This is an optimization exercise on Yosys and OpenROAD, whose aim is small area, not a production implementation. No functional check of the RTL was part of any run shown here.

## flow/design.v (module list and top-level ports; edited modules follow where they fit)
// module top_level: 3786 lines
// module fa: 4 lines
// module ha: 4 lines
// module pn: 3 lines
// module pr: 3 lines
// module xr: 3 lines
// module xn: 3 lines
module top_level (
    input clk, reset,
    input logic signed [10:0] sig_modulated_fixed_real,
    input logic signed [10:0] sig_modulated_fixed_imag,
    input logic signed [10:0] demod_Lo_real,
    input logic signed [10:0] demod_Lo_imag,
    output logic signed [61:0] sig_demod_30_real,
    output logic signed [61:0] sig_demod_30_imag
);
  // ...
==> flow/flow/run.sh <==
#!/bin/bash
# The standard layout with smaller port buffers: buffer_ports otherwise picks
# clkdlybuf4s50_1 for every port. Outputs get buf_1 (from a hook run before
# global placement), inputs buf_4.
set -euo pipefail
export PRE_GLOBAL_PLACE_TCL="$(pwd)/flow/hook_out.tcl"
export BUFFER_PORTS_ARGS="-inputs -buffer_cell sky130_fd_sc_hd__buf_4"
bash standard.sh > standard.log 2>&1
==> flow/flow/hook_out.tcl <==
# buffer the outputs with the smallest buffer; global_place.tcl then buffers the inputs
buffer_ports -outputs -buffer_cell sky130_fd_sc_hd__buf_1
==> flow/standard.sh <==
#!/bin/bash
# synth_recipe.tcl (not shown) runs the flow's synth.tcl, then flattens the netlist and writes it again
# the make line also repeats each setting of config.mk as NAME=value (left out here)
make -C /OpenROAD-flow-scripts/flow DESIGN_CONFIG=/design/flow/config.mk WORK_HOME=/design/flow/orfs CLKGATE_MAP_FILE= SYNTH_SCRIPT=/design/flow/synth_recipe.tcl "${@:-finish}"
==> flow/config.mk <==
export PLATFORM = sky130hd
export DESIGN_NAME = top_level
export DESIGN_NICKNAME = top_level
export VERILOG_FILES = /design/flow/design.v
export SDC_FILE = /design/flow/constraint.sdc
export NUM_CORES = 4
export LEC_CHECK = 0
export CAP_MARGIN = 20
export CORE_MARGIN = 2
export CORE_UTILIZATION = 50
export CTS_BUF_LIST = sky130_fd_sc_hd__clkbuf_8
export GPL_TIMING_DRIVEN = 1
export SETUP_SLACK_MARGIN = 0.1
export SLEW_MARGIN = 20
export SYNTH_HIERARCHICAL = 1
export SYNTH_MINIMUM_KEEP_SIZE = 0
==> flow/constraint.sdc <==
create_clock -name core_clock -period 10.0 [get_ports {clk}]
set_input_delay 2.0000 -clock core_clock [delete_from_list [all_inputs] [get_ports {clk}]]
set_output_delay 2.0000 -clock core_clock [all_outputs]
set_load 0.01 [all_outputs]
==> flow_summary.ini, run 1 <==
[min_path]
hp-start = acc_re[24]
min_path_cells = 2

[timing]
setup_violations = 0
setup_tns_ps = 0
worstMarginPinSlew_ps = 973
fmax_mhz = 103
fin_worst_hold_slack_ps = 459
fin_crit_ps = 9680

[setup_path]
r2r_end = acc_im[23]
slowest_stage = fa_1
crit_family = adder cells
cp_num_buf_inv = 2
critical_path_required_ps = 10390
cp_max_fo = 13

[floorplan]
design.die.area_um2 = 48000
std_cell_rows = 78

[grt]
grt_pass1_vias = 19200
busiest_layer = met2

[clocking]
clock_latency_ps = 500

[detailed_routing]
drt_wl_total_um = 66300
met1_length_um = 28800

[yosys]
synth-edff-count = 0
post_synth.cell_area_avg_um2 = 9.43
synthXorXnorAreaFrac_pct = 3.86

[finish]
nets = 3181
sh_seq_area_pct = 13.6
multi_input_area_share_pct = 75.1
mostFrequentLayoutCells = nand2_1 (662), fa_1 (491), nor2_1 (183)

[place]
place_inst = 3076
port_buffers = 169

[outcome]
run_status = timing/DRC/antenna clean

[run]
cap_violations = 0
==> run 2, diff against run 1 <==
--- a/flow/design.v
+++ b/flow/design.v
@@ -1931,48 +1931,48 @@
 wire RG1901;
 wire RP1902;
 wire RG1903;
 wire RP1904;
 wire RG1905;
 wire RP1906;
 wire RG1907;
 wire RP1908;
-wire Is1909;
-wire Ic1910;
-wire Is1911;
-wire Ic1912;
-wire Is1913;
-wire Ic1914;
-wire Is1915;
-wire Ic1916;
-wire Is1917;
-wire Ic1918;
-wire Is1919;
-wire Ic1920;
-wire Is1921;
-wire Ic1922;
-wire Is1923;
-wire Ic1924;
-wire Is1925;
-wire Ic1926;
-wire Is1927;
-wire Ic1928;
-wire Is1929;
-wire Ic1930;
-wire Is1931;
-wire Ic1932;
-wire Is1933;
-wire Ic1934;
-wire Is1935;
-wire Ic1936;
-wire Is1937;
-wire Ic1938;
-wire Is1939;
-wire Ic1940;
+wire RG1909;
+wire RP1910;
+wire RG1911;
+wire RP1912;
+wire RG1913;
+wire RP1914;
+wire RG1915;
+wire RP1916;
+wire RG1917;
+wire RP1918;
+wire RG1919;
+wire RP1920;
+wire RG1921;
+wire RP1922;
+wire RG1923;
+wire RP1924;
+wire RG1925;
+wire RP1926;
+wire RG1927;
+wire RP1928;
+wire RG1929;
+wire RP1930;
+wire RG1931;
+wire RP1932;
+wire RG1933;
+wire RP1934;
+wire RG1935;
+wire RP1936;
+wire RG1937;
+wire RP1938;
+wire RG1939;
+wire RP1940;
 wire Is1941;
 wire Ic1942;
 wire Is1943;
 wire Ic1944;
 wire Is1945;
 wire Ic1946;
 wire Is1947;
 wire Ic1948;
@@ -1991,48 +1991,48 @@
 wire Is1961;
 wire Ic1962;
 wire Is1963;
 wire Ic1964;
 wire Is1965;
 wire Ic1966;
 wire Is1967;
 wire Ic1968;
-wire Ip1969;
-wire Ig1970;
-wire Ip1971;
-wire Ig1972;
-wire Ip1973;
-wire Ig1974;
-wire Ip1975;
-wire Ig1976;
-wire Ip1977;
-wire Ig1978;
-wire Ip1979;
-wire Ig1980;
-wire Ip1981;
-wire Ig1982;
-wire Ip1983;
-wire Ig1984;
-wire Ip1985;
-wire Ig1986;
-wire Ip1987;
-wire Ig1988;
-wire Ip1989;
-wire Ig1990;
-wire Ip1991;
-wire Ig1992;
-wire Ip1993;
-wire Ig1994;
-wire Ip1995;
-wire Ig1996;
-wire Ip1997;
-wire Ig1998;
-wire Ip1999;
-wire Ig2000;
+wire Is1969;
+wire Ic1970;
+wire Is1971;
+wire Ic1972;
+wire Is1973;
+wire Ic1974;
+wire Is1975;
+wire Ic1976;
+wire Is1977;
+wire Ic1978;
+wire Is1979;
+wire Ic1980;
+wire Is1981;
+wire Ic1982;
+wire Is1983;
+wire Ic1984;
+wire Is1985;
+wire Ic1986;
+wire Is1987;
+wire Ic1988;
+wire Is1989;
+wire Ic1990;
+wire Is1991;
+wire Ic1992;
+wire Is1993;
+wire Ic1994;
+wire Is1995;
+wire Ic1996;
+wire Is1997;
+wire Ic1998;
+wire Is1999;
+wire Ic2000;
 wire Ip2001;
 wire Ig2002;
 wire Ip2003;
 wire Ig2004;
 wire Ip2005;
 wire Ig2006;
 wire Ip2007;
 wire Ig2008;
@@ -2049,48 +2049,48 @@
 wire Ip2019;
 wire Ig2020;
 wire Ip2021;
 wire Ig2022;
 wire Ip2023;
 wire Ig2024;
 wire Ip2025;
 wire Ig2026;
-wire IG2027;
-wire IP2028;
-wire IG2029;
-wire IP2030;
-wire IG2031;
-wire IP2032;
-wire IG2033;
-wire IP2034;
-wire IG2035;
-wire IP2036;
-wire IG2037;
-wire IP2038;
-wire IG2039;
-wire IP2040;
-wire IG2041;
-wire IP2042;
-wire IG2043;
-wire IP2044;
-wire IG2045;
-wire IP2046;
-wire IG2047;
-wire IP2048;
-wire IG2049;
-wire IP2050;
-wire IG2051;
-wire IP2052;
-wire IG2053;
-wire IP2054;
-wire IG2055;
-wire IP2056;
-wire IG2057;
-wire IP2058;
+wire Ip2027;
+wire Ig2028;
+wire Ip2029;
+wire Ig2030;
+wire Ip2031;
+wire Ig2032;
+wire Ip2033;
+wire Ig2034;
+wire Ip2035;
+wire Ig2036;
+wire Ip2037;
+wire Ig2038;
+wire Ip2039;
+wire Ig2040;
+wire Ip2041;
+wire Ig2042;
+wire Ip2043;
+wire Ig2044;
+wire Ip2045;
+wire Ig2046;
+wire Ip2047;
+wire Ig2048;
+wire Ip2049;
+wire Ig2050;
+wire Ip2051;
+wire Ig2052;
+wire Ip2053;
+wire Ig2054;
+wire Ip2055;
+wire Ig2056;
+wire Ip2057;
+wire Ig2058;
 wire IG2059;
 wire IP2060;
 wire IG2061;
 wire IP2062;
 wire IG2063;
 wire IP2064;
 wire IG2065;
 wire IP2066;
@@ -2145,16 +2145,80 @@
 wire IG2115;
 wire IP2116;
 wire IG2117;
 wire IP2118;
 wire IG2119;
 wire IP2120;
 wire IG2121;
 wire IP2122;
+wire IG2123;
+wire IP2124;
+wire IG2125;
+wire IP2126;
+wire IG2127;
+wire IP2128;
+wire IG2129;
+wire IP2130;
+wire IG2131;
+wire IP2132;
+wire IG2133;
+wire IP2134;
+wire IG2135;
+wire IP2136;
+wire IG2137;
+wire IP2138;
+wire IG2139;
+wire IP2140;
+wire IG2141;
+wire IP2142;
+wire IG2143;
+wire IP2144;
+wire IG2145;
+wire IP2146;
+wire IG2147;
+wire IP2148;
+wire IG2149;
+wire IP2150;
+wire IG2151;
+wire IP2152;
+wire IG2153;
+wire IP2154;
+wire IG2155;
+wire IP2156;
+wire IG2157;
+wire IP2158;
+wire IG2159;
+wire IP2160;
+wire IG2161;
+wire IP2162;
+wire IG2163;
+wire IP2164;
+wire IG2165;
+wire IP2166;
+wire IG2167;
+wire IP2168;
+wire IG2169;
+wire IP2170;
+wire IG2171;
+wire IP2172;
+wire IG2173;
+wire IP2174;
+wire IG2175;
+wire IP2176;
+wire IG2177;
+wire IP2178;
+wire IG2179;
+wire IP2180;
+wire IG2181;
+wire IP2182;
+wire IG2183;
+wire IP2184;
+wire IG2185;
+wire IP2186;
 pn u_pp1 (.a(sig_modulated_fixed_real[0]), .b(demod_Lo_real[0]), .y(pp1));
 pn u_pp2 (.a(sig_modulated_fixed_real[0]), .b(demod_Lo_real[1]), .y(pp2));
 pn u_pp3 (.a(sig_modulated_fixed_real[0]), .b(demod_Lo_real[2]), .y(pp3));
 pn u_pp4 (.a(sig_modulated_fixed_real[0]), .b(demod_Lo_real[3]), .y(pp4));
 pn u_pp5 (.a(sig_modulated_fixed_real[0]), .b(demod_Lo_real[4]), .y(pp5));
 pn u_pp6 (.a(sig_modulated_fixed_real[0]), .b(demod_Lo_real[5]), .y(pp6));
 pn u_pp7 (.a(sig_modulated_fixed_real[0]), .b(demod_Lo_real[6]), .y(pp7));
 pn u_pp8 (.a(sig_modulated_fixed_real[0]), .b(demod_Lo_real[7]), .y(pp8));
@@ -3469,303 +3533,367 @@
 assign RG1833 = Rg1798 | (Rp1797 & Rg1796);
 assign RP1834 = Rp1797 & Rp1795;
 assign RG1835 = Rg1802 | (Rp1801 & Rg1800);
 assign RP1836 = Rp1801 & Rp1799;
 assign RG1837 = Rg1806 | (Rp1805 & Rg1804);
 assign RP1838 = Rp1805 & Rp1803;
 assign RG1839 = Rg1810 | (Rp1809 & Rg1808);
 assign RP1840 = Rp1809 & Rp1807;
-assign RG1841 = RG1815 | (RP1816 & RG1813);
-assign RP1842 = RP1816 & RP1814;
-assign RG1843 = RG1819 | (RP1820 & RG1817);
-assign RP1844 = RP1820 & RP1818;
-assign RG1845 = RG1823 | (RP1824 & RG1821);
-assign RP1846 = RP1824 & RP1822;
-assign RG1847 = RG1827 | (RP1828 & RG1825);
-assign RP1848 = RP1828 & RP1826;
-assign RG1849 = RG1831 | (RP1832 & RG1829);
-assign RP1850 = RP1832 & RP1830;
-assign RG1851 = RG1835 | (RP1836 & RG1833);
-assign RP1852 = RP1836 & RP1834;
-assign RG1853 = RG1839 | (RP1840 & RG1837);
-assign RP1854 = RP1840 & RP1838;
-assign RG1855 = RG1843 | (RP1844 & RG1841);
-assign RP1856 = RP1844 & RP1842;
-assign RG1857 = RG1847 | (RP1848 & RG1845);
-assign RP1858 = RP1848 & RP1846;
-assign RG1859 = RG1851 | (RP1852 & RG1849);
-assign RP1860 = RP1852 & RP1850;
-assign RG1861 = RG1857 | (RP1858 & RG1855);
-assign RP1862 = RP1858 & RP1856;
-assign RG1863 = RG1859 | (RP1860 & RG1861);
-assign RP1864 = RP1860 & RP1862;
-assign RG1865 = RG1845 | (RP1846 & RG1855);
-assign RP1866 = RP1846 & RP1856;
-assign RG1867 = RG1849 | (RP1850 & RG1861);
-assign RP1868 = RP1850 & RP1862;
-assign RG1869 = RG1853 | (RP1854 & RG1863);
-assign RP1870 = RP1854 & RP1864;
-assign RG1871 = RG1817 | (RP1818 & RG1841);
-assign RP1872 = RP1818 & RP1842;
-assign RG1873 = RG1821 | (RP1822 & RG1855);
-assign RP1874 = RP1822 & RP1856;
-assign RG1875 = RG1825 | (RP1826 & RG1865);
-assign RP1876 = RP1826 & RP1866;
-assign RG1877 = RG1829 | (RP1830 & RG1861);
-assign RP1878 = RP1830 & RP1862;
-assign RG1879 = RG1833 | (RP1834 & RG1867);
-assign RP1880 = RP1834 & RP1868;
-assign RG1881 = RG1837 | (RP1838 & RG1863);
-assign RP1882 = RP1838 & RP1864;
-assign RG1883 = Rg1760 | (Rp1759 & RG1813);
-assign RP1884 = Rp1759 & RP1814;
-assign RG1885 = Rg1764 | (Rp1763 & RG1841);
-assign RP1886 = Rp1763 & RP1842;
-assign RG1887 = Rg1768 | (Rp1767 & RG1871);
-assign RP1888 = Rp1767 & RP1872;
-assign RG1889 = Rg1772 | (Rp1771 & RG1855);
-assign RP1890 = Rp1771 & RP1856;
-assign RG1891 = Rg1776 | (Rp1775 & RG1873);
-assign RP1892 = Rp1775 & RP1874;
-assign RG1893 = Rg1780 | (Rp1779 & RG1865);
-assign RP1894 = Rp1779 & RP1866;
-assign RG1895 = Rg1784 | (Rp1783 & RG1875);
-assign RP1896 = Rp1783 & RP1876;
-assign RG1897 = Rg1788 | (Rp1787 & RG1861);
-assign RP1898 = Rp1787 & RP1862;
-assign RG1899 = Rg1792 | (Rp1791 & RG1877);
-assign RP1900 = Rp1791 & RP1878;
-assign RG1901 = Rg1796 | (Rp1795 & RG1867);
-assign RP1902 = Rp1795 & RP1868;
-assign RG1903 = Rg1800 | (Rp1799 & RG1879);
-assign RP1904 = Rp1799 & RP1880;
-assign RG1905 = Rg1804 | (Rp1803 & RG1863);
-assign RP1906 = Rp1803 & RP1864;
-assign RG1907 = Rg1808 | (Rp1807 & RG1881);
-assign RP1908 = Rp1807 & RP1882;
+assign RG1841 = Rg1760 | (Rp1759 & RG1813);
+assign RP1842 = Rp1759 & RP1814;
+assign RG1843 = RG1815 | (RP1816 & RG1813);
+assign RP1844 = RP1816 & RP1814;
+assign RG1845 = Rg1768 | (Rp1767 & RG1817);
+assign RP1846 = Rp1767 & RP1818;
+assign RG1847 = RG1819 | (RP1820 & RG1817);
+assign RP1848 = RP1820 & RP1818;
+assign RG1849 = Rg1776 | (Rp1775 & RG1821);
+assign RP1850 = Rp1775 & RP1822;
+assign RG1851 = RG1823 | (RP1824 & RG1821);
+assign RP1852 = RP1824 & RP1822;
+assign RG1853 = Rg1784 | (Rp1783 & RG1825);
+assign RP1854 = Rp1783 & RP1826;
+assign RG1855 = RG1827 | (RP1828 & RG1825);
+assign RP1856 = RP1828 & RP1826;
+assign RG1857 = Rg1792 | (Rp1791 & RG1829);
+assign RP1858 = Rp1791 & RP1830;
+assign RG1859 = RG1831 | (RP1832 & RG1829);
+assign RP1860 = RP1832 & RP1830;
+assign RG1861 = Rg1800 | (Rp1799 & RG1833);
+assign RP1862 = Rp1799 & RP1834;
+assign RG1863 = RG1835 | (RP1836 & RG1833);
+assign RP1864 = RP1836 & RP1834;
+assign RG1865 = Rg1808 | (Rp1807 & RG1837);
+assign RP1866 = Rp1807 & RP1838;
+assign RG1867 = RG1839 | (RP1840 & RG1837);
+assign RP1868 = RP1840 & RP1838;
+assign RG1869 = Rg1764 | (Rp1763 & RG1843);
+assign RP1870 = Rp1763 & RP1844;
+assign RG1871 = RG1817 | (RP1818 & RG1843);
+assign RP1872 = RP1818 & RP1844;
+assign RG1873 = RG1845 | (RP1846 & RG1843);
+assign RP1874 = RP1846 & RP1844;
+assign RG1875 = RG1847 | (RP1848 & RG1843);
+assign RP1876 = RP1848 & RP1844;
+assign RG1877 = Rg1780 | (Rp1779 & RG1851);
+assign RP1878 = Rp1779 & RP1852;
+assign RG1879 = RG1825 | (RP1826 & RG1851);
+assign RP1880 = RP1826 & RP1852;
+assign RG1881 = RG1853 | (RP1854 & RG1851);
+assign RP1882 = RP1854 & RP1852;
+assign RG1883 = RG1855 | (RP1856 & RG1851);
+assign RP1884 = RP1856 & RP1852;
+assign RG1885 = Rg1796 | (Rp1795 & RG1859);
+assign RP1886 = Rp1795 & RP1860;
+assign RG1887 = RG1833 | (RP1834 & RG1859);
+assign RP1888 = RP1834 & RP1860;
+assign RG1889 = RG1861 | (RP1862 & RG1859);
+assign RP1890 = RP1862 & RP1860;
+assign RG1891 = RG1863 | (RP1864 & RG1859);
+assign RP1892 = RP1864 & RP1860;
+assign RG1893 = Rg1772 | (Rp1771 & RG1875);
+assign RP1894 = Rp1771 & RP1876;
+assign RG1895 = RG1821 | (RP1822 & RG1875);
+assign RP1896 = RP1822 & RP1876;
+assign RG1897 = RG1849 | (RP1850 & RG1875);
+assign RP1898 = RP1850 & RP1876;
+assign RG1899 = RG1851 | (RP1852 & RG1875);
+assign RP1900 = RP1852 & RP1876;
+assign RG1901 = RG1877 | (RP1878 & RG1875);
+assign RP1902 = RP1878 & RP1876;
+assign RG1903 = RG1879 | (RP1880 & RG1875);
+assign RP1904 = RP1880 & RP1876;
+assign RG1905 = RG1881 | (RP1882 & RG1875);
+assign RP1906 = RP1882 & RP1876;
+assign RG1907 = RG1883 | (RP1884 & RG1875);
+assign RP1908 = RP1884 & RP1876;
+assign RG1909 = Rg1804 | (Rp1803 & RG1891);
+assign RP1910 = Rp1803 & RP1892;
+assign RG1911 = RG1837 | (RP1838 & RG1891);
+assign RP1912 = RP1838 & RP1892;
+assign RG1913 = RG1865 | (RP1866 & RG1891);
+assign RP1914 = RP1866 & RP1892;
+assign RG1915 = RG1867 | (RP1868 & RG1891);
+assign RP1916 = RP1868 & RP1892;
+assign RG1917 = Rg1788 | (Rp1787 & RG1907);
+assign RP1918 = Rp1787 & RP1908;
+assign RG1919 = RG1829 | (RP1830 & RG1907);
+assign RP1920 = RP1830 & RP1908;
+assign RG1921 = RG1857 | (RP1858 & RG1907);
+assign RP1922 = RP1858 & RP1908;
+assign RG1923 = RG1859 | (RP1860 & RG1907);
+assign RP1924 = RP1860 & RP1908;
+assign RG1925 = RG1885 | (RP1886 & RG1907);
+assign RP1926 = RP1886 & RP1908;
+assign RG1927 = RG1887 | (RP1888 & RG1907);
+assign RP1928 = RP1888 & RP1908;
+assign RG1929 = RG1889 | (RP1890 & RG1907);
+assign RP1930 = RP1890 & RP1908;
+assign RG1931 = RG1891 | (RP1892 & RG1907);
+assign RP1932 = RP1892 & RP1908;
+assign RG1933 = RG1909 | (RP1910 & RG1907);
+assign RP1934 = RP1910 & RP1908;
+assign RG1935 = RG1911 | (RP1912 & RG1907);
+assign RP1936 = RP1912 & RP1908;
+assign RG1937 = RG1913 | (RP1914 & RG1907);
+assign RP1938 = RP1914 & RP1908;
+assign RG1939 = RG1915 | (RP1916 & RG1907);
+assign RP1940 = RP1916 & RP1908;
 assign acc_next_re[0] = Rp1755;
 xr u_acc_next_re_1 (.a(Rp1757), .b(Rg1756), .y(acc_next_re[1]));
 xr u_acc_next_re_2 (.a(Rp1759), .b(RG1813), .y(acc_next_re[2]));
-xr u_acc_next_re_3 (.a(Rp1761), .b(RG1883), .y(acc_next_re[3]));
-xr u_acc_next_re_4 (.a(Rp1763), .b(RG1841), .y(acc_next_re[4]));
-xr u_acc_next_re_5 (.a(Rp1765), .b(RG1885), .y(acc_next_re[5]));
+xr u_acc_next_re_3 (.a(Rp1761), .b(RG1841), .y(acc_next_re[3]));
+xr u_acc_next_re_4 (.a(Rp1763), .b(RG1843), .y(acc_next_re[4]));
+xr u_acc_next_re_5 (.a(Rp1765), .b(RG1869), .y(acc_next_re[5]));
 xr u_acc_next_re_6 (.a(Rp1767), .b(RG1871), .y(acc_next_re[6]));
-xr u_acc_next_re_7 (.a(Rp1769), .b(RG1887), .y(acc_next_re[7]));
-xr u_acc_next_re_8 (.a(Rp1771), .b(RG1855), .y(acc_next_re[8]));
-xr u_acc_next_re_9 (.a(Rp1773), .b(RG1889), .y(acc_next_re[9]));
-xr u_acc_next_re_10 (.a(Rp1775), .b(RG1873), .y(acc_next_re[10]));
-xr u_acc_next_re_11 (.a(Rp1777), .b(RG1891), .y(acc_next_re[11]));
-xr u_acc_next_re_12 (.a(Rp1779), .b(RG1865), .y(acc_next_re[12]));
-xr u_acc_next_re_13 (.a(Rp1781), .b(RG1893), .y(acc_next_re[13]));
-xr u_acc_next_re_14 (.a(Rp1783), .b(RG1875), .y(acc_next_re[14]));
-xr u_acc_next_re_15 (.a(Rp1785), .b(RG1895), .y(acc_next_re[15]));
-xr u_acc_next_re_16 (.a(Rp1787), .b(RG1861), .y(acc_next_re[16]));
-xr u_acc_next_re_17 (.a(Rp1789), .b(RG1897), .y(acc_next_re[17]));
-xr u_acc_next_re_18 (.a(Rp1791), .b(RG1877), .y(acc_next_re[18]));
-xr u_acc_next_re_19 (.a(Rp1793), .b(RG1899), .y(acc_next_re[19]));
-xr u_acc_next_re_20 (.a(Rp1795), .b(RG1867), .y(acc_next_re[20]));
-xr u_acc_next_re_21 (.a(Rp1797), .b(RG1901), .y(acc_next_re[21]));
-xr u_acc_next_re_22 (.a(Rp1799), .b(RG1879), .y(acc_next_re[22]));
-xr u_acc_next_re_23 (.a(Rp1801), .b(RG1903), .y(acc_next_re[23]));
-xr u_acc_next_re_24 (.a(Rp1803), .b(RG1863), .y(acc_next_re[24]));
-xr u_acc_next_re_25 (.a(Rp1805), .b(RG1905), .y(acc_next_re[25]));
-xr u_acc_next_re_26 (.a(Rp1807), .b(RG1881), .y(acc_next_re[26]));
-xr u_acc_next_re_27 (.a(Rp1809), .b(RG1907), .y(acc_next_re[27]));
-xr u_acc_next_re_28 (.a(Rp1811), .b(RG1869), .y(acc_next_re[28]));
-assign Is1909 = ~(base_im[22]);
-assign Ic1910 = base_im[22];
-assign Is1911 = ~(base_im[23]);
-assign Ic1912 = base_im[23];
-ha u_Is1913 (.a(base_im[1]), .b((odd & p_im[1])), .s(Is1913), .co(Ic1914));
-fa u_Is1915 (.a(base_im[2]), .b((odd & p_im[2])), .c(((sel4 & p_im[0]) | (sel2 & p_im[1]))), .s(Is1915), .co(Ic1916));
-fa u_Is1917 (.a(base_im[3]), .b((odd & p_im[3])), .c(((sel4 & p_im[1]) | (sel2 & p_im[2]))), .s(Is1917), .co(Ic1918));
-fa u_Is1919 (.a(base_im[4]), .b((odd & p_im[4])), .c(((sel4 & p_im[2]) | (sel2 & p_im[3]))), .s(Is1919), .co(Ic1920));
-fa u_Is1921 (.a(base_im[5]), .b((odd & p_im[5])), .c(((sel4 & p_im[3]) | (sel2 & p_im[4]))), .s(Is1921), .co(Ic1922));
-fa u_Is1923 (.a(base_im[6]), .b((odd & p_im[6])), .c(((sel4 & p_im[4]) | (sel2 & p_im[5]))), .s(Is1923), .co(Ic1924));
-fa u_Is1925 (.a(base_im[7]), .b((odd & p_im[7])), .c(((sel4 & p_im[5]) | (sel2 & p_im[6]))), .s(Is1925), .co(Ic1926));
-fa u_Is1927 (.a(base_im[8]), .b((odd & p_im[8])), .c(((sel4 & p_im[6]) | (sel2 & p_im[7]))), .s(Is1927), .co(Ic1928));
-fa u_Is1929 (.a(base_im[9]), .b((odd & p_im[9])), .c(((sel4 & p_im[7]) | (sel2 & p_im[8]))), .s(Is1929), .co(Ic1930));
-fa u_Is1931 (.a(base_im[10]), .b((odd & p_im[10])), .c(((sel4 & p_im[8]) | (sel2 & p_im[9]))), .s(Is1931), .co(Ic1932));
-fa u_Is1933 (.a(base_im[11]), .b((odd & p_im[11])), .c(((sel4 & p_im[9]) | (sel2 & p_im[10]))), .s(Is1933), .co(Ic1934));
-fa u_Is1935 (.a(base_im[12]), .b((odd & p_im[12])), .c(((sel4 & p_im[10]) | (sel2 & p_im[11]))), .s(Is1935), .co(Ic1936));
-fa u_Is1937 (.a(base_im[13]), .b((odd & p_im[13])), .c(((sel4 & p_im[11]) | (sel2 & p_im[12]))), .s(Is1937), .co(Ic1938));
-fa u_Is1939 (.a(base_im[14]), .b((odd & p_im[14])), .c(((sel4 & p_im[12]) | (sel2 & p_im[13]))), .s(Is1939), .co(Ic1940));
-fa u_Is1941 (.a(base_im[15]), .b((odd & p_im[15])), .c(((sel4 & p_im[13]) | (sel2 & p_im[14]))), .s(Is1941), .co(Ic1942));
-fa u_Is1943 (.a(base_im[16]), .b((odd & p_im[16])), .c(((sel4 & p_im[14]) | (sel2 & p_im[15]))), .s(Is1943), .co(Ic1944));
-fa u_Is1945 (.a(base_im[17]), .b((odd & p_im[17])), .c(((sel4 & p_im[15]) | (sel2 & p_im[16]))), .s(Is1945), .co(Ic1946));
-fa u_Is1947 (.a(base_im[18]), .b((odd & p_im[18])), .c(((sel4 & p_im[16]) | (sel2 & p_im[17]))), .s(Is1947), .co(Ic1948));
-fa u_Is1949 (.a(base_im[19]), .b((odd & p_im[19])), .c(((sel4 & p_im[17]) | (sel2 & p_im[18]))), .s(Is1949), .co(Ic1950));
-fa u_Is1951 (.a(base_im[20]), .b((odd & p_im[20])), .c(((sel4 & p_im[18]) | (sel2 & p_im[19]))), .s(Is1951), .co(Ic1952));
-fa u_Is1953 (.a(base_im[21]), .b((odd & p_im[21])), .c(((sel4 & p_im[19]) | (sel2 & p_im[20]))), .s(Is1953), .co(Ic1954));
-fa u_Is1955 (.a(Is1909), .b(~(odd & p_im[22])), .c(((sel4 & p_im[20]) | (sel2 & p_im[21]))), .s(Is1955), .co(Ic1956));
-fa u_Is1957 (.a(Ic1910), .b(Is1911), .c(((sel4 & p_im[21]) | (sel2 & p_im[22]))), .s(Is1957), .co(Ic1958));
-fa u_Is1959 (.a(base_im[24]), .b(Ic1912), .c(~(xon & p_im[22])), .s(Is1959), .co(Ic1960));
-assign Is1961 = ~(base_im[25]);
-assign Ic1962 = base_im[25];
-assign Is1963 = ~(base_im[26]);
-assign Ic1964 = base_im[26];
-assign Is1965 = ~(base_im[27]);
-assign Ic1966 = base_im[27];
-assign Is1967 = ~(base_im[28]);
-assign Ic1968 = base_im[28];
-ha u_Ip1969 (.a(base_im[0]), .b((odd & p_im[0])), .s(Ip1969), .co(Ig1970));
-ha u_Ip1971 (.a(Is1913), .b((sel2 & p_im[0])), .s(Ip1971), .co(Ig1972));
-ha u_Ip1973 (.a(Ic1914), .b(Is1915), .s(Ip1973), .co(Ig1974));
-ha u_Ip1975 (.a(Ic1916), .b(Is1917), .s(Ip1975), .co(Ig1976));
-ha u_Ip1977 (.a(Ic1918), .b(Is1919), .s(Ip1977), .co(Ig1978));
-ha u_Ip1979 (.a(Ic1920), .b(Is1921), .s(Ip1979), .co(Ig1980));
-ha u_Ip1981 (.a(Ic1922), .b(Is1923), .s(Ip1981), .co(Ig1982));
-ha u_Ip1983 (.a(Ic1924), .b(Is1925), .s(Ip1983), .co(Ig1984));
-ha u_Ip1985 (.a(Ic1926), .b(Is1927), .s(Ip1985), .co(Ig1986));
-ha u_Ip1987 (.a(Ic1928), .b(Is1929), .s(Ip1987), .co(Ig1988));
-ha u_Ip1989 (.a(Ic1930), .b(Is1931), .s(Ip1989), .co(Ig1990));
-ha u_Ip1991 (.a(Ic1932), .b(Is1933), .s(Ip1991), .co(Ig1992));
-ha u_Ip1993 (.a(Ic1934), .b(Is1935), .s(Ip1993), .co(Ig1994));
-ha u_Ip1995 (.a(Ic1936), .b(Is1937), .s(Ip1995), .co(Ig1996));
-ha u_Ip1997 (.a(Ic1938), .b(Is1939), .s(Ip1997), .co(Ig1998));
-ha u_Ip1999 (.a(Ic1940), .b(Is1941), .s(Ip1999), .co(Ig2000));
-ha u_Ip2001 (.a(Ic1942), .b(Is1943), .s(Ip2001), .co(Ig2002));
-ha u_Ip2003 (.a(Ic1944), .b(Is1945), .s(Ip2003), .co(Ig2004));
+xr u_acc_next_re_7 (.a(Rp1769), .b(RG1873), .y(acc_next_re[7]));
+xr u_acc_next_re_8 (.a(Rp1771), .b(RG1875), .y(acc_next_re[8]));
+xr u_acc_next_re_9 (.a(Rp1773), .b(RG1893), .y(acc_next_re[9]));
+xr u_acc_next_re_10 (.a(Rp1775), .b(RG1895), .y(acc_next_re[10]));
+xr u_acc_next_re_11 (.a(Rp1777), .b(RG1897), .y(acc_next_re[11]));
+xr u_acc_next_re_12 (.a(Rp1779), .b(RG1899), .y(acc_next_re[12]));
+xr u_acc_next_re_13 (.a(Rp1781), .b(RG1901), .y(acc_next_re[13]));
+xr u_acc_next_re_14 (.a(Rp1783), .b(RG1903), .y(acc_next_re[14]));
+xr u_acc_next_re_15 (.a(Rp1785), .b(RG1905), .y(acc_next_re[15]));
+xr u_acc_next_re_16 (.a(Rp1787), .b(RG1907), .y(acc_next_re[16]));
+xr u_acc_next_re_17 (.a(Rp1789), .b(RG1917), .y(acc_next_re[17]));
+xr u_acc_next_re_18 (.a(Rp1791), .b(RG1919), .y(acc_next_re[18]));
+xr u_acc_next_re_19 (.a(Rp1793), .b(RG1921), .y(acc_next_re[19]));
+xr u_acc_next_re_20 (.a(Rp1795), .b(RG1923), .y(acc_next_re[20]));
+xr u_acc_next_re_21 (.a(Rp1797), .b(RG1925), .y(acc_next_re[21]));
+xr u_acc_next_re_22 (.a(Rp1799), .b(RG1927), .y(acc_next_re[22]));
+xr u_acc_next_re_23 (.a(Rp1801), .b(RG1929), .y(acc_next_re[23]));
+xr u_acc_next_re_24 (.a(Rp1803), .b(RG1931), .y(acc_next_re[24]));
+xr u_acc_next_re_25 (.a(Rp1805), .b(RG1933), .y(acc_next_re[25]));
+xr u_acc_next_re_26 (.a(Rp1807), .b(RG1935), .y(acc_next_re[26]));
+xr u_acc_next_re_27 (.a(Rp1809), .b(RG1937), .y(acc_next_re[27]));
+xr u_acc_next_re_28 (.a(Rp1811), .b(RG1939), .y(acc_next_re[28]));
+assign Is1941 = ~(base_im[22]);
+assign Ic1942 = base_im[22];
+assign Is1943 = ~(base_im[23]);
+assign Ic1944 = base_im[23];
+ha u_Is1945 (.a(base_im[1]), .b((odd & p_im[1])), .s(Is1945), .co(Ic1946));
+fa u_Is1947 (.a(base_im[2]), .b((odd & p_im[2])), .c(((sel4 & p_im[0]) | (sel2 & p_im[1]))), .s(Is1947), .co(Ic1948));
+fa u_Is1949 (.a(base_im[3]), .b((odd & p_im[3])), .c(((sel4 & p_im[1]) | (sel2 & p_im[2]))), .s(Is1949), .co(Ic1950));
+fa u_Is1951 (.a(base_im[4]), .b((odd & p_im[4])), .c(((sel4 & p_im[2]) | (sel2 & p_im[3]))), .s(Is1951), .co(Ic1952));
+fa u_Is1953 (.a(base_im[5]), .b((odd & p_im[5])), .c(((sel4 & p_im[3]) | (sel2 & p_im[4]))), .s(Is1953), .co(Ic1954));
+fa u_Is1955 (.a(base_im[6]), .b((odd & p_im[6])), .c(((sel4 & p_im[4]) | (sel2 & p_im[5]))), .s(Is1955), .co(Ic1956));
+fa u_Is1957 (.a(base_im[7]), .b((odd & p_im[7])), .c(((sel4 & p_im[5]) | (sel2 & p_im[6]))), .s(Is1957), .co(Ic1958));
+fa u_Is1959 (.a(base_im[8]), .b((odd & p_im[8])), .c(((sel4 & p_im[6]) | (sel2 & p_im[7]))), .s(Is1959), .co(Ic1960));
+fa u_Is1961 (.a(base_im[9]), .b((odd & p_im[9])), .c(((sel4 & p_im[7]) | (sel2 & p_im[8]))), .s(Is1961), .co(Ic1962));
+fa u_Is1963 (.a(base_im[10]), .b((odd & p_im[10])), .c(((sel4 & p_im[8]) | (sel2 & p_im[9]))), .s(Is1963), .co(Ic1964));
+fa u_Is1965 (.a(base_im[11]), .b((odd & p_im[11])), .c(((sel4 & p_im[9]) | (sel2 & p_im[10]))), .s(Is1965), .co(Ic1966));
+fa u_Is1967 (.a(base_im[12]), .b((odd & p_im[12])), .c(((sel4 & p_im[10]) | (sel2 & p_im[11]))), .s(Is1967), .co(Ic1968));
+fa u_Is1969 (.a(base_im[13]), .b((odd & p_im[13])), .c(((sel4 & p_im[11]) | (sel2 & p_im[12]))), .s(Is1969), .co(Ic1970));
+fa u_Is1971 (.a(base_im[14]), .b((odd & p_im[14])), .c(((sel4 & p_im[12]) | (sel2 & p_im[13]))), .s(Is1971), .co(Ic1972));
+fa u_Is1973 (.a(base_im[15]), .b((odd & p_im[15])), .c(((sel4 & p_im[13]) | (sel2 & p_im[14]))), .s(Is1973), .co(Ic1974));
+fa u_Is1975 (.a(base_im[16]), .b((odd & p_im[16])), .c(((sel4 & p_im[14]) | (sel2 & p_im[15]))), .s(Is1975), .co(Ic1976));
+fa u_Is1977 (.a(base_im[17]), .b((odd & p_im[17])), .c(((sel4 & p_im[15]) | (sel2 & p_im[16]))), .s(Is1977), .co(Ic1978));
+fa u_Is1979 (.a(base_im[18]), .b((odd & p_im[18])), .c(((sel4 & p_im[16]) | (sel2 & p_im[17]))), .s(Is1979), .co(Ic1980));
+fa u_Is1981 (.a(base_im[19]), .b((odd & p_im[19])), .c(((sel4 & p_im[17]) | (sel2 & p_im[18]))), .s(Is1981), .co(Ic1982));
+fa u_Is1983 (.a(base_im[20]), .b((odd & p_im[20])), .c(((sel4 & p_im[18]) | (sel2 & p_im[19]))), .s(Is1983), .co(Ic1984));
+fa u_Is1985 (.a(base_im[21]), .b((odd & p_im[21])), .c(((sel4 & p_im[19]) | (sel2 & p_im[20]))), .s(Is1985), .co(Ic1986));
+fa u_Is1987 (.a(Is1941), .b(~(odd & p_im[22])), .c(((sel4 & p_im[20]) | (sel2 & p_im[21]))), .s(Is1987), .co(Ic1988));
+fa u_Is1989 (.a(Ic1942), .b(Is1943), .c(((sel4 & p_im[21]) | (sel2 & p_im[22]))), .s(Is1989), .co(Ic1990));
+fa u_Is1991 (.a(base_im[24]), .b(Ic1944), .c(~(xon & p_im[22])), .s(Is1991), .co(Ic1992));
+assign Is1993 = ~(base_im[25]);
+assign Ic1994 = base_im[25];
+assign Is1995 = ~(base_im[26]);
+assign Ic1996 = base_im[26];
+assign Is1997 = ~(base_im[27]);
+assign Ic1998 = base_im[27];
+assign Is1999 = ~(base_im[28]);
+assign Ic2000 = base_im[28];
+ha u_Ip2001 (.a(base_im[0]), .b((odd & p_im[0])), .s(Ip2001), .co(Ig2002));
+ha u_Ip2003 (.a(Is1945), .b((sel2 & p_im[0])), .s(Ip2003), .co(Ig2004));
 ha u_Ip2005 (.a(Ic1946), .b(Is1947), .s(Ip2005), .co(Ig2006));
 ha u_Ip2007 (.a(Ic1948), .b(Is1949), .s(Ip2007), .co(Ig2008));
 ha u_Ip2009 (.a(Ic1950), .b(Is1951), .s(Ip2009), .co(Ig2010));
 ha u_Ip2011 (.a(Ic1952), .b(Is1953), .s(Ip2011), .co(Ig2012));
 ha u_Ip2013 (.a(Ic1954), .b(Is1955), .s(Ip2013), .co(Ig2014));
 ha u_Ip2015 (.a(Ic1956), .b(Is1957), .s(Ip2015), .co(Ig2016));
 ha u_Ip2017 (.a(Ic1958), .b(Is1959), .s(Ip2017), .co(Ig2018));
 ha u_Ip2019 (.a(Ic1960), .b(Is1961), .s(Ip2019), .co(Ig2020));
 ha u_Ip2021 (.a(Ic1962), .b(Is1963), .s(Ip2021), .co(Ig2022));
 ha u_Ip2023 (.a(Ic1964), .b(Is1965), .s(Ip2023), .co(Ig2024));
 ha u_Ip2025 (.a(Ic1966), .b(Is1967), .s(Ip2025), .co(Ig2026));
-assign IG2027 = Ig1972 | (Ip1971 & Ig1970);
-assign IP2028 = Ip1971 & Ip1969;
-assign IG2029 = Ig1976 | (Ip1975 & Ig1974);
-assign IP2030 = Ip1975 & Ip1973;
-assign IG2031 = Ig1980 | (Ip1979 & Ig1978);
-assign IP2032 = Ip1979 & Ip1977;
-assign IG2033 = Ig1984 | (Ip1983 & Ig1982);
-assign IP2034 = Ip1983 & Ip1981;
-assign IG2035 = Ig1988 | (Ip1987 & Ig1986);
-assign IP2036 = Ip1987 & Ip1985;
-assign IG2037 = Ig1992 | (Ip1991 & Ig1990);
-assign IP2038 = Ip1991 & Ip1989;
-assign IG2039 = Ig1996 | (Ip1995 & Ig1994);
-assign IP2040 = Ip1995 & Ip1993;
-assign IG2041 = Ig2000 | (Ip1999 & Ig1998);
-assign IP2042 = Ip1999 & Ip1997;
-assign IG2043 = Ig2004 | (Ip2003 & Ig2002);
-assign IP2044 = Ip2003 & Ip2001;
-assign IG2045 = Ig2008 | (Ip2007 & Ig2006);
-assign IP2046 = Ip2007 & Ip2005;
-assign IG2047 = Ig2012 | (Ip2011 & Ig2010);
-assign IP2048 = Ip2011 & Ip2009;
-assign IG2049 = Ig2016 | (Ip2015 & Ig2014);
-assign IP2050 = Ip2015 & Ip2013;
-assign IG2051 = Ig2020 | (Ip2019 & Ig2018);
-assign IP2052 = Ip2019 & Ip2017;
-assign IG2053 = Ig2024 | (Ip2023 & Ig2022);
-assign IP2054 = Ip2023 & Ip2021;
-assign IG2055 = IG2029 | (IP2030 & IG2027);
-assign IP2056 = IP2030 & IP2028;
-assign IG2057 = IG2033 | (IP2034 & IG2031);
-assign IP2058 = IP2034 & IP2032;
-assign IG2059 = IG2037 | (IP2038 & IG2035);
-assign IP2060 = IP2038 & IP2036;
-assign IG2061 = IG2041 | (IP2042 & IG2039);
-assign IP2062 = IP2042 & IP2040;
-assign IG2063 = IG2045 | (IP2046 & IG2043);
-assign IP2064 = IP2046 & IP2044;
-assign IG2065 = IG2049 | (IP2050 & IG2047);
-assign IP2066 = IP2050 & IP2048;
-assign IG2067 = IG2053 | (IP2054 & IG2051);
-assign IP2068 = IP2054 & IP2052;
-assign IG2069 = IG2057 | (IP2058 & IG2055);
-assign IP2070 = IP2058 & IP2056;
-assign IG2071 = IG2061 | (IP2062 & IG2059);
-assign IP2072 = IP2062 & IP2060;
-assign IG2073 = IG2065 | (IP2066 & IG2063);
-assign IP2074 = IP2066 & IP2064;
-assign IG2075 = IG2071 | (IP2072 & IG2069);
-assign IP2076 = IP2072 & IP2070;
-assign IG2077 = IG2073 | (IP2074 & IG2075);
-assign IP2078 = IP2074 & IP2076;
-assign IG2079 = IG2059 | (IP2060 & IG2069);
-assign IP2080 = IP2060 & IP2070;
-assign IG2081 = IG2063 | (IP2064 & IG2075);
-assign IP2082 = IP2064 & IP2076;
-assign IG2083 = IG2067 | (IP2068 & IG2077);
-assign IP2084 = IP2068 & IP2078;
-assign IG2085 = IG2031 | (IP2032 & IG2055);
-assign IP2086 = IP2032 & IP2056;
-assign IG2087 = IG2035 | (IP2036 & IG2069);
-assign IP2088 = IP2036 & IP2070;
-assign IG2089 = IG2039 | (IP2040 & IG2079);
-assign IP2090 = IP2040 & IP2080;
-assign IG2091 = IG2043 | (IP2044 & IG2075);
-assign IP2092 = IP2044 & IP2076;
-assign IG2093 = IG2047 | (IP2048 & IG2081);
-assign IP2094 = IP2048 & IP2082;
-assign IG2095 = IG2051 | (IP2052 & IG2077);
-assign IP2096 = IP2052 & IP2078;
-assign IG2097 = Ig1974 | (Ip1973 & IG2027);
-assign IP2098 = Ip1973 & IP2028;
-assign IG2099 = Ig1978 | (Ip1977 & IG2055);
-assign IP2100 = Ip1977 & IP2056;
-assign IG2101 = Ig1982 | (Ip1981 & IG2085);
-assign IP2102 = Ip1981 & IP2086;
-assign IG2103 = Ig1986 | (Ip1985 & IG2069);
-assign IP2104 = Ip1985 & IP2070;
-assign IG2105 = Ig1990 | (Ip1989 & IG2087);
-assign IP2106 = Ip1989 & IP2088;
-assign IG2107 = Ig1994 | (Ip1993 & IG2079);
-assign IP2108 = Ip1993 & IP2080;
-assign IG2109 = Ig1998 | (Ip1997 & IG2089);
-assign IP2110 = Ip1997 & IP2090;
-assign IG2111 = Ig2002 | (Ip2001 & IG2075);
-assign IP2112 = Ip2001 & IP2076;
-assign IG2113 = Ig2006 | (Ip2005 & IG2091);
-assign IP2114 = Ip2005 & IP2092;
-assign IG2115 = Ig2010 | (Ip2009 & IG2081);
-assign IP2116 = Ip2009 & IP2082;
-assign IG2117 = Ig2014 | (Ip2013 & IG2093);
-assign IP2118 = Ip2013 & IP2094;
-assign IG2119 = Ig2018 | (Ip2017 & IG2077);
-assign IP2120 = Ip2017 & IP2078;
-assign IG2121 = Ig2022 | (Ip2021 & IG2095);
-assign IP2122 = Ip2021 & IP2096;
-assign acc_next_im[0] = Ip1969;
-xr u_acc_next_im_1 (.a(Ip1971), .b(Ig1970), .y(acc_next_im[1]));
-xr u_acc_next_im_2 (.a(Ip1973), .b(IG2027), .y(acc_next_im[2]));
-xr u_acc_next_im_3 (.a(Ip1975), .b(IG2097), .y(acc_next_im[3]));
-xr u_acc_next_im_4 (.a(Ip1977), .b(IG2055), .y(acc_next_im[4]));
-xr u_acc_next_im_5 (.a(Ip1979), .b(IG2099), .y(acc_next_im[5]));
-xr u_acc_next_im_6 (.a(Ip1981), .b(IG2085), .y(acc_next_im[6]));
-xr u_acc_next_im_7 (.a(Ip1983), .b(IG2101), .y(acc_next_im[7]));
-xr u_acc_next_im_8 (.a(Ip1985), .b(IG2069), .y(acc_next_im[8]));
-xr u_acc_next_im_9 (.a(Ip1987), .b(IG2103), .y(acc_next_im[9]));
-xr u_acc_next_im_10 (.a(Ip1989), .b(IG2087), .y(acc_next_im[10]));
-xr u_acc_next_im_11 (.a(Ip1991), .b(IG2105), .y(acc_next_im[11]));
-xr u_acc_next_im_12 (.a(Ip1993), .b(IG2079), .y(acc_next_im[12]));
-xr u_acc_next_im_13 (.a(Ip1995), .b(IG2107), .y(acc_next_im[13]));
-xr u_acc_next_im_14 (.a(Ip1997), .b(IG2089), .y(acc_next_im[14]));
-xr u_acc_next_im_15 (.a(Ip1999), .b(IG2109), .y(acc_next_im[15]));
-xr u_acc_next_im_16 (.a(Ip2001), .b(IG2075), .y(acc_next_im[16]));
-xr u_acc_next_im_17 (.a(Ip2003), .b(IG2111), .y(acc_next_im[17]));
-xr u_acc_next_im_18 (.a(Ip2005), .b(IG2091), .y(acc_next_im[18]));
-xr u_acc_next_im_19 (.a(Ip2007), .b(IG2113), .y(acc_next_im[19]));
-xr u_acc_next_im_20 (.a(Ip2009), .b(IG2081), .y(acc_next_im[20]));
-xr u_acc_next_im_21 (.a(Ip2011), .b(IG2115), .y(acc_next_im[21]));
-xr u_acc_next_im_22 (.a(Ip2013), .b(IG2093), .y(acc_next_im[22]));
-xr u_acc_next_im_23 (.a(Ip2015), .b(IG2117), .y(acc_next_im[23]));
-xr u_acc_next_im_24 (.a(Ip2017), .b(IG2077), .y(acc_next_im[24]));
-xr u_acc_next_im_25 (.a(Ip2019), .b(IG2119), .y(acc_next_im[25]));
-xr u_acc_next_im_26 (.a(Ip2021), .b(IG2095), .y(acc_next_im[26]));
-xr u_acc_next_im_27 (.a(Ip2023), .b(IG2121), .y(acc_next_im[27]));
-xr u_acc_next_im_28 (.a(Ip2025), .b(IG2083), .y(acc_next_im[28]));
+ha u_Ip2027 (.a(Ic1968), .b(Is1969), .s(Ip2027), .co(Ig2028));
+ha u_Ip2029 (.a(Ic1970), .b(Is1971), .s(Ip2029), .co(Ig2030));
+ha u_Ip2031 (.a(Ic1972), .b(Is1973), .s(Ip2031), .co(Ig2032));
+ha u_Ip2033 (.a(Ic1974), .b(Is1975), .s(Ip2033), .co(Ig2034));
+ha u_Ip2035 (.a(Ic1976), .b(Is1977), .s(Ip2035), .co(Ig2036));
+ha u_Ip2037 (.a(Ic1978), .b(Is1979), .s(Ip2037), .co(Ig2038));
+ha u_Ip2039 (.a(Ic1980), .b(Is1981), .s(Ip2039), .co(Ig2040));
+ha u_Ip2041 (.a(Ic1982), .b(Is1983), .s(Ip2041), .co(Ig2042));
+ha u_Ip2043 (.a(Ic1984), .b(Is1985), .s(Ip2043), .co(Ig2044));
+ha u_Ip2045 (.a(Ic1986), .b(Is1987), .s(Ip2045), .co(Ig2046));
+ha u_Ip2047 (.a(Ic1988), .b(Is1989), .s(Ip2047), .co(Ig2048));
+ha u_Ip2049 (.a(Ic1990), .b(Is1991), .s(Ip2049), .co(Ig2050));
+ha u_Ip2051 (.a(Ic1992), .b(Is1993), .s(Ip2051), .co(Ig2052));
+ha u_Ip2053 (.a(Ic1994), .b(Is1995), .s(Ip2053), .co(Ig2054));
+ha u_Ip2055 (.a(Ic1996), .b(Is1997), .s(Ip2055), .co(Ig2056));
+ha u_Ip2057 (.a(Ic1998), .b(Is1999), .s(Ip2057), .co(Ig2058));
+assign IG2059 = Ig2004 | (Ip2003 & Ig2002);
+assign IP2060 = Ip2003 & Ip2001;
+assign IG2061 = Ig2008 | (Ip2007 & Ig2006);
+assign IP2062 = Ip2007 & Ip2005;
+assign IG2063 = Ig2012 | (Ip2011 & Ig2010);
+assign IP2064 = Ip2011 & Ip2009;
+assign IG2065 = Ig2016 | (Ip2015 & Ig2014);
+assign IP2066 = Ip2015 & Ip2013;
+assign IG2067 = Ig2020 | (Ip2019 & Ig2018);
+assign IP2068 = Ip2019 & Ip2017;
+assign IG2069 = Ig2024 | (Ip2023 & Ig2022);
+assign IP2070 = Ip2023 & Ip2021;
+assign IG2071 = Ig2028 | (Ip2027 & Ig2026);
+assign IP2072 = Ip2027 & Ip2025;
+assign IG2073 = Ig2032 | (Ip2031 & Ig2030);
+assign IP2074 = Ip2031 & Ip2029;
+assign IG2075 = Ig2036 | (Ip2035 & Ig2034);
+assign IP2076 = Ip2035 & Ip2033;
+assign IG2077 = Ig2040 | (Ip2039 & Ig2038);
+assign IP2078 = Ip2039 & Ip2037;
+assign IG2079 = Ig2044 | (Ip2043 & Ig2042);
+assign IP2080 = Ip2043 & Ip2041;
+assign IG2081 = Ig2048 | (Ip2047 & Ig2046);
+assign IP2082 = Ip2047 & Ip2045;
+assign IG2083 = Ig2052 | (Ip2051 & Ig2050);
+assign IP2084 = Ip2051 & Ip2049;
+assign IG2085 = Ig2056 | (Ip2055 & Ig2054);
+assign IP2086 = Ip2055 & Ip2053;
+assign IG2087 = Ig2006 | (Ip2005 & IG2059);
+assign IP2088 = Ip2005 & IP2060;
+assign IG2089 = IG2061 | (IP2062 & IG2059);
+assign IP2090 = IP2062 & IP2060;
+assign IG2091 = Ig2014 | (Ip2013 & IG2063);
+assign IP2092 = Ip2013 & IP2064;
+assign IG2093 = IG2065 | (IP2066 & IG2063);
+assign IP2094 = IP2066 & IP2064;
+assign IG2095 = Ig2022 | (Ip2021 & IG2067);
+assign IP2096 = Ip2021 & IP2068;
+assign IG2097 = IG2069 | (IP2070 & IG2067);
+assign IP2098 = IP2070 & IP2068;
+assign IG2099 = Ig2030 | (Ip2029 & IG2071);
+assign IP2100 = Ip2029 & IP2072;
+assign IG2101 = IG2073 | (IP2074 & IG2071);
+assign IP2102 = IP2074 & IP2072;
+assign IG2103 = Ig2038 | (Ip2037 & IG2075);
+assign IP2104 = Ip2037 & IP2076;
+assign IG2105 = IG2077 | (IP2078 & IG2075);
+assign IP2106 = IP2078 & IP2076;
+assign IG2107 = Ig2046 | (Ip2045 & IG2079);
+assign IP2108 = Ip2045 & IP2080;
+assign IG2109 = IG2081 | (IP2082 & IG2079);
+assign IP2110 = IP2082 & IP2080;
+assign IG2111 = Ig2054 | (Ip2053 & IG2083);
+assign IP2112 = Ip2053 & IP2084;
+assign IG2113 = IG2085 | (IP2086 & IG2083);
+assign IP2114 = IP2086 & IP2084;
+assign IG2115 = Ig2010 | (Ip2009 & IG2089);
+assign IP2116 = Ip2009 & IP2090;
+assign IG2117 = IG2063 | (IP2064 & IG2089);
+assign IP2118 = IP2064 & IP2090;
+assign IG2119 = IG2091 | (IP2092 & IG2089);
+assign IP2120 = IP2092 & IP2090;
+assign IG2121 = IG2093 | (IP2094 & IG2089);
+assign IP2122 = IP2094 & IP2090;
+assign IG2123 = Ig2026 | (Ip2025 & IG2097);
+assign IP2124 = Ip2025 & IP2098;
+assign IG2125 = IG2071 | (IP2072 & IG2097);
+assign IP2126 = IP2072 & IP2098;
+assign IG2127 = IG2099 | (IP2100 & IG2097);
+assign IP2128 = IP2100 & IP2098;
+assign IG2129 = IG2101 | (IP2102 & IG2097);
+assign IP2130 = IP2102 & IP2098;
+assign IG2131 = Ig2042 | (Ip2041 & IG2105);
+assign IP2132 = Ip2041 & IP2106;
+assign IG2133 = IG2079 | (IP2080 & IG2105);
+assign IP2134 = IP2080 & IP2106;
+assign IG2135 = IG2107 | (IP2108 & IG2105);
+assign IP2136 = IP2108 & IP2106;
+assign IG2137 = IG2109 | (IP2110 & IG2105);
+assign IP2138 = IP2110 & IP2106;
+assign IG2139 = Ig2018 | (Ip2017 & IG2121);
+assign IP2140 = Ip2017 & IP2122;
+assign IG2141 = IG2067 | (IP2068 & IG2121);
+assign IP2142 = IP2068 & IP2122;
+assign IG2143 = IG2095 | (IP2096 & IG2121);
+assign IP2144 = IP2096 & IP2122;
+assign IG2145 = IG2097 | (IP2098 & IG2121);
+assign IP2146 = IP2098 & IP2122;
+assign IG2147 = IG2123 | (IP2124 & IG2121);
+assign IP2148 = IP2124 & IP2122;
+assign IG2149 = IG2125 | (IP2126 & IG2121);
+assign IP2150 = IP2126 & IP2122;
+assign IG2151 = IG2127 | (IP2128 & IG2121);
+assign IP2152 = IP2128 & IP2122;
+assign IG2153 = IG2129 | (IP2130 & IG2121);
+assign IP2154 = IP2130 & IP2122;
+assign IG2155 = Ig2050 | (Ip2049 & IG2137);
+assign IP2156 = Ip2049 & IP2138;
+assign IG2157 = IG2083 | (IP2084 & IG2137);
+assign IP2158 = IP2084 & IP2138;
+assign IG2159 = IG2111 | (IP2112 & IG2137);
+assign IP2160 = IP2112 & IP2138;
+assign IG2161 = IG2113 | (IP2114 & IG2137);
+assign IP2162 = IP2114 & IP2138;
+assign IG2163 = Ig2034 | (Ip2033 & IG2153);
+assign IP2164 = Ip2033 & IP2154;
+assign IG2165 = IG2075 | (IP2076 & IG2153);
+assign IP2166 = IP2076 & IP2154;
+assign IG2167 = IG2103 | (IP2104 & IG2153);
+assign IP2168 = IP2104 & IP2154;
+assign IG2169 = IG2105 | (IP2106 & IG2153);
+assign IP2170 = IP2106 & IP2154;
+assign IG2171 = IG2131 | (IP2132 & IG2153);
+assign IP2172 = IP2132 & IP2154;
+assign IG2173 = IG2133 | (IP2134 & IG2153);
+assign IP2174 = IP2134 & IP2154;
+assign IG2175 = IG2135 | (IP2136 & IG2153);
+assign IP2176 = IP2136 & IP2154;
+assign IG2177 = IG2137 | (IP2138 & IG2153);
+assign IP2178 = IP2138 & IP2154;
+assign IG2179 = IG2155 | (IP2156 & IG2153);
+assign IP2180 = IP2156 & IP2154;
+assign IG2181 = IG2157 | (IP2158 & IG2153);
+assign IP2182 = IP2158 & IP2154;
+assign IG2183 = IG2159 | (IP2160 & IG2153);
+assign IP2184 = IP2160 & IP2154;
+assign IG2185 = IG2161 | (IP2162 & IG2153);
+assign IP2186 = IP2162 & IP2154;
+assign acc_next_im[0] = Ip2001;
+xr u_acc_next_im_1 (.a(Ip2003), .b(Ig2002), .y(acc_next_im[1]));
+xr u_acc_next_im_2 (.a(Ip2005), .b(IG2059), .y(acc_next_im[2]));
+xr u_acc_next_im_3 (.a(Ip2007), .b(IG2087), .y(acc_next_im[3]));
+xr u_acc_next_im_4 (.a(Ip2009), .b(IG2089), .y(acc_next_im[4]));
+xr u_acc_next_im_5 (.a(Ip2011), .b(IG2115), .y(acc_next_im[5]));
+xr u_acc_next_im_6 (.a(Ip2013), .b(IG2117), .y(acc_next_im[6]));
+xr u_acc_next_im_7 (.a(Ip2015), .b(IG2119), .y(acc_next_im[7]));
+xr u_acc_next_im_8 (.a(Ip2017), .b(IG2121), .y(acc_next_im[8]));
+xr u_acc_next_im_9 (.a(Ip2019), .b(IG2139), .y(acc_next_im[9]));
+xr u_acc_next_im_10 (.a(Ip2021), .b(IG2141), .y(acc_next_im[10]));
+xr u_acc_next_im_11 (.a(Ip2023), .b(IG2143), .y(acc_next_im[11]));
+xr u_acc_next_im_12 (.a(Ip2025), .b(IG2145), .y(acc_next_im[12]));
+xr u_acc_next_im_13 (.a(Ip2027), .b(IG2147), .y(acc_next_im[13]));
+xr u_acc_next_im_14 (.a(Ip2029), .b(IG2149), .y(acc_next_im[14]));
+xr u_acc_next_im_15 (.a(Ip2031), .b(IG2151), .y(acc_next_im[15]));
+xr u_acc_next_im_16 (.a(Ip2033), .b(IG2153), .y(acc_next_im[16]));
+xr u_acc_next_im_17 (.a(Ip2035), .b(IG2163), .y(acc_next_im[17]));
+xr u_acc_next_im_18 (.a(Ip2037), .b(IG2165), .y(acc_next_im[18]));
+xr u_acc_next_im_19 (.a(Ip2039), .b(IG2167), .y(acc_next_im[19]));
+xr u_acc_next_im_20 (.a(Ip2041), .b(IG2169), .y(acc_next_im[20]));
+xr u_acc_next_im_21 (.a(Ip2043), .b(IG2171), .y(acc_next_im[21]));
+xr u_acc_next_im_22 (.a(Ip2045), .b(IG2173), .y(acc_next_im[22]));
+xr u_acc_next_im_23 (.a(Ip2047), .b(IG2175), .y(acc_next_im[23]));
+xr u_acc_next_im_24 (.a(Ip2049), .b(IG2177), .y(acc_next_im[24]));
+xr u_acc_next_im_25 (.a(Ip2051), .b(IG2179), .y(acc_next_im[25]));
+xr u_acc_next_im_26 (.a(Ip2053), .b(IG2181), .y(acc_next_im[26]));
+xr u_acc_next_im_27 (.a(Ip2055), .b(IG2183), .y(acc_next_im[27]));
+xr u_acc_next_im_28 (.a(Ip2057), .b(IG2185), .y(acc_next_im[28]));
 always_ff @(posedge clk) begin
     fresh <= reset;
     acc_re <= acc_next_re;
     acc_im <= acc_next_im;
     if (reset) begin
         cnt <= 5'd0;
         out_re <= '0;
         out_im <= '0;
==> flow_summary.ini, run 2 <==
[outcome]
run_status = timing/DRC/antenna clean

[clocking]
cts_root_buf = clkbuf_8
clk_path_buf_depth = 2
htree_levels = 4
clock_latency_ps = 520
cts_buffers = 17
cts_sinks = 168
clk_pin_slew_ps = 100
cts_tree = yes
ctsHoldBuffers = 0

[timing]
worstMarginPinSlew_ps = 972
hold_viol = 0
max-slew-margin-rel_pct = 35.2
fin_worst_hold_slack_ps = 451
period_share_pct = 95.7
clock_skew_ps = 18.9
setup_violations = 0
drv_slew = 0
fin_crit_ps = 9570
setup_tns_ps = 0
rsz0062_at_grt = false
fmax_mhz = 104

[finish]
drive_above_1_share_pct = 11.7
nets = 3257
mostFrequentLayoutCells = nand2_1 (667), fa_1 (491), buf_4 (228)
syn2layout_area_growth_pct = 10.6
mostFrequentLayoutCell = nand2_1

[setup_path]
startpoint_type = input port
critical_path_class = input port to flop
critPathArrivalTime_ps = 9990
worstSetupEndpointType = flop
cp_max_fo = 5
slowest_stage = fa_1
critical_path_required_ps = 10410
crit_start = demod_Lo_real[10]
crit_path_max_incr_delay_ps = 560
reg2reg_from = cnt[3]
crit_path_frequent_cell = fa_1

[detailed_routing]
drtIter0Drc = 1296
drt_wl_total_um = 67000
routedWlPerCell_um = 21.0
via_count = 17800
drcViolationCount = 0
ant_nets = 0
dr.pass1.iters = 5
vias_per_cell = 5.58

[floorplan]
die_w_um = 219
core_um2 = 45500
die_h_um = 219
ios = 170
start_util_pct = 50.8
std_cell_rows = 78
design.die.area_um2 = 48000

[yosys]
syn-num-nets = 3125
synth_most_common_cell = nand2_1
synth_top_area_share_pct = 42.5
netlist_instances = 2444
synthAdderAreaFrac_pct = 50.3
post_synth.cell_area_avg_um2 = 9.46
ys_types = 45
yosys.area_share.simple_pct = 19.5
synth_top_family_by_area = adder cells
yosysWarnings = 7
yosys.area.top_type = fa_1
synth-async-reset-ratio_pct = 0
synthXorXnorAreaFrac_pct = 3.87
synth-edff-count = 0
seq_area_frac_synth_pct = 14.6
synth_area_um2 = 23100
synth-compound-area-share_pct = 6.72
synthMuxAreaShare_pct = 0
synthTopCellsByCount = nand2_1 (667), fa_1 (491), nor2_1 (172)
synthTopCellsByArea = fa_1 (43%), dfxtp_1 (15%), nand2_1 (11%)
synth_top_flop_cell = dfxtp_1
ys_seq_elements = 168

[min_path]
hp-start = acc_re[16]
hold_path_class = flop to flop

[place]
gp_congestion = 0.931
hpwl_um = 55100
port_buffers = 169

[grt]
grt-ovfl-total = 0
grt_pass1_vias = 19400
use_met1_pct = 42.3
antenna_found_initial = 1
grt_pass1_wl_um = 108000
busiest_layer = met2
met2_usage_pct = 46.0
grt_max_degree = 65
track_usage_pct = 29.6
met3_usage_pct = 6.38

[run]
cap_violations = 0
[run 2: area by class of cell]
| cell class | count | area, um^2 |
|---|---|---|
| Fill cell | 4225 | 19900 |
| Tap cell | 600 | 751 |
| Inverter | 119 | 450 |
| Timing Repair Buffer | 240 | 1930 |
| Clock buffer | 18 | 248 |
| Clock inverter | 14 | 126 |
| Antenna cell | 1 | 2.50 |
| Sequential cell | 168 | 3370 |
| Multi-Input combinational cell | 2030 | 18700 |
[run 2: per-stage QoR]
step,std cells,setup WS [ps],util [%],instance area (um^2)
2_1_floorplan,2444,360,-,23100
3_3_place_gp,3156,-142,55.2,25100
3_5_place_dp,3156,-202,55.2,25100
4_1_cts,3188,343,56.0,25500
5_1_grt,3190,98.8,56.2,25600
6_report,3190,426,56.2,25600
[run 2: Yosys stat by module, one instance, submodules excluded]
module	area, um^2	copies in the design	flops+latches	cells
xr	8.76	56	0	1
pn	3.75	323	0	1
pr	3.75	161	0	1
xn	8.76	44	0	1
fa	20.0	491	0	1
ha	12.5	124	0	1
top_level	9040	1	168	1245
[run 2: per-layer routing]
metal / vias up / share of wire, %
met4: 0 / 2.2
li1: 7973 / -
met5: - / 0
met1: 8991 / 44
met2: 737 / 46
met3: 114 / 8.5
[run 2: kinds of logic after synthesis]
| kind of cell | after synthesis |
|---|---|
| AOI/OAI and AO/OA | 237 |
| DFF | 168 |
| xor gates and xnor gates | 102 |
| buffers and inverters | 246 |
| and+or+nand+nor | 1056 |
| adders and majority gates | 635 |
[run 2: final timing paths]
kind,slack (ps),depth (start not counted),endpoint
max reg2reg,710,31,acc_im[28]
min,450,2,out_re[16]
min reg2reg,450,2,out_re[16]
max,430,32,acc_re[28]
[run 2: repair_timing]
| item | CTS | global route |
|---|---|---|
| setup endpoints to repair | 0 | 6 |
| buffers inserted | 0 | 1 |
| gates resized for setup | 0 | 17 |
[run 2: worst max-delay path: cells and delay by family]
| family | cells | cell delay, ps |
|---|---|---|
| AOI/OAI and AO/OA | 12 | 2360 |
| and+or+nand+nor | 3 | 670 |
| adders and majority gates | 10 | 4100 |
| xor gates and xnor gates | 2 | 370 |
| buffers and inverters | 5 | 490 |

## static timing again, ports no longer ideal
Ports are ideal in the flow. The routed layouts listed here were re-timed in OpenROAD.
Step 1 (the two cells are an assumption about what drives the block):
set clk [get_ports {clk}]
set_driving_cell -lib_cell sky130_fd_sc_hd__clkbuf_16 $clk
set_driving_cell -lib_cell sky130_fd_sc_hd__buf_2 [delete_from_list [all_inputs] $clk]
Step 2, shift: input delay + t, output delay - t, t = (earliest + latest rising clock arrival at the registers) / 2. This alone moves slack from input paths to output paths.
a / b / c = ideal / step 1 / step 2; a / b = the first two.
run | shift t [ns] | slack for setup (ns) | hold WS [ns]
run 1 | 0.532 | 0.325 / 0.332 / -0.200 | 0.459 / 0.459 / 0.459
run 2 | 0.564 | 0.426 / 0.449 / -0.115 | 0.451 / 0.451 / 0.451
With both steps, setup timing fails in run 1 and run 2, where it was met with ideal ports. The setup slack of run 2, which loses most, moves by +0.023 ns with the drivers and by -0.541 ns with both steps.
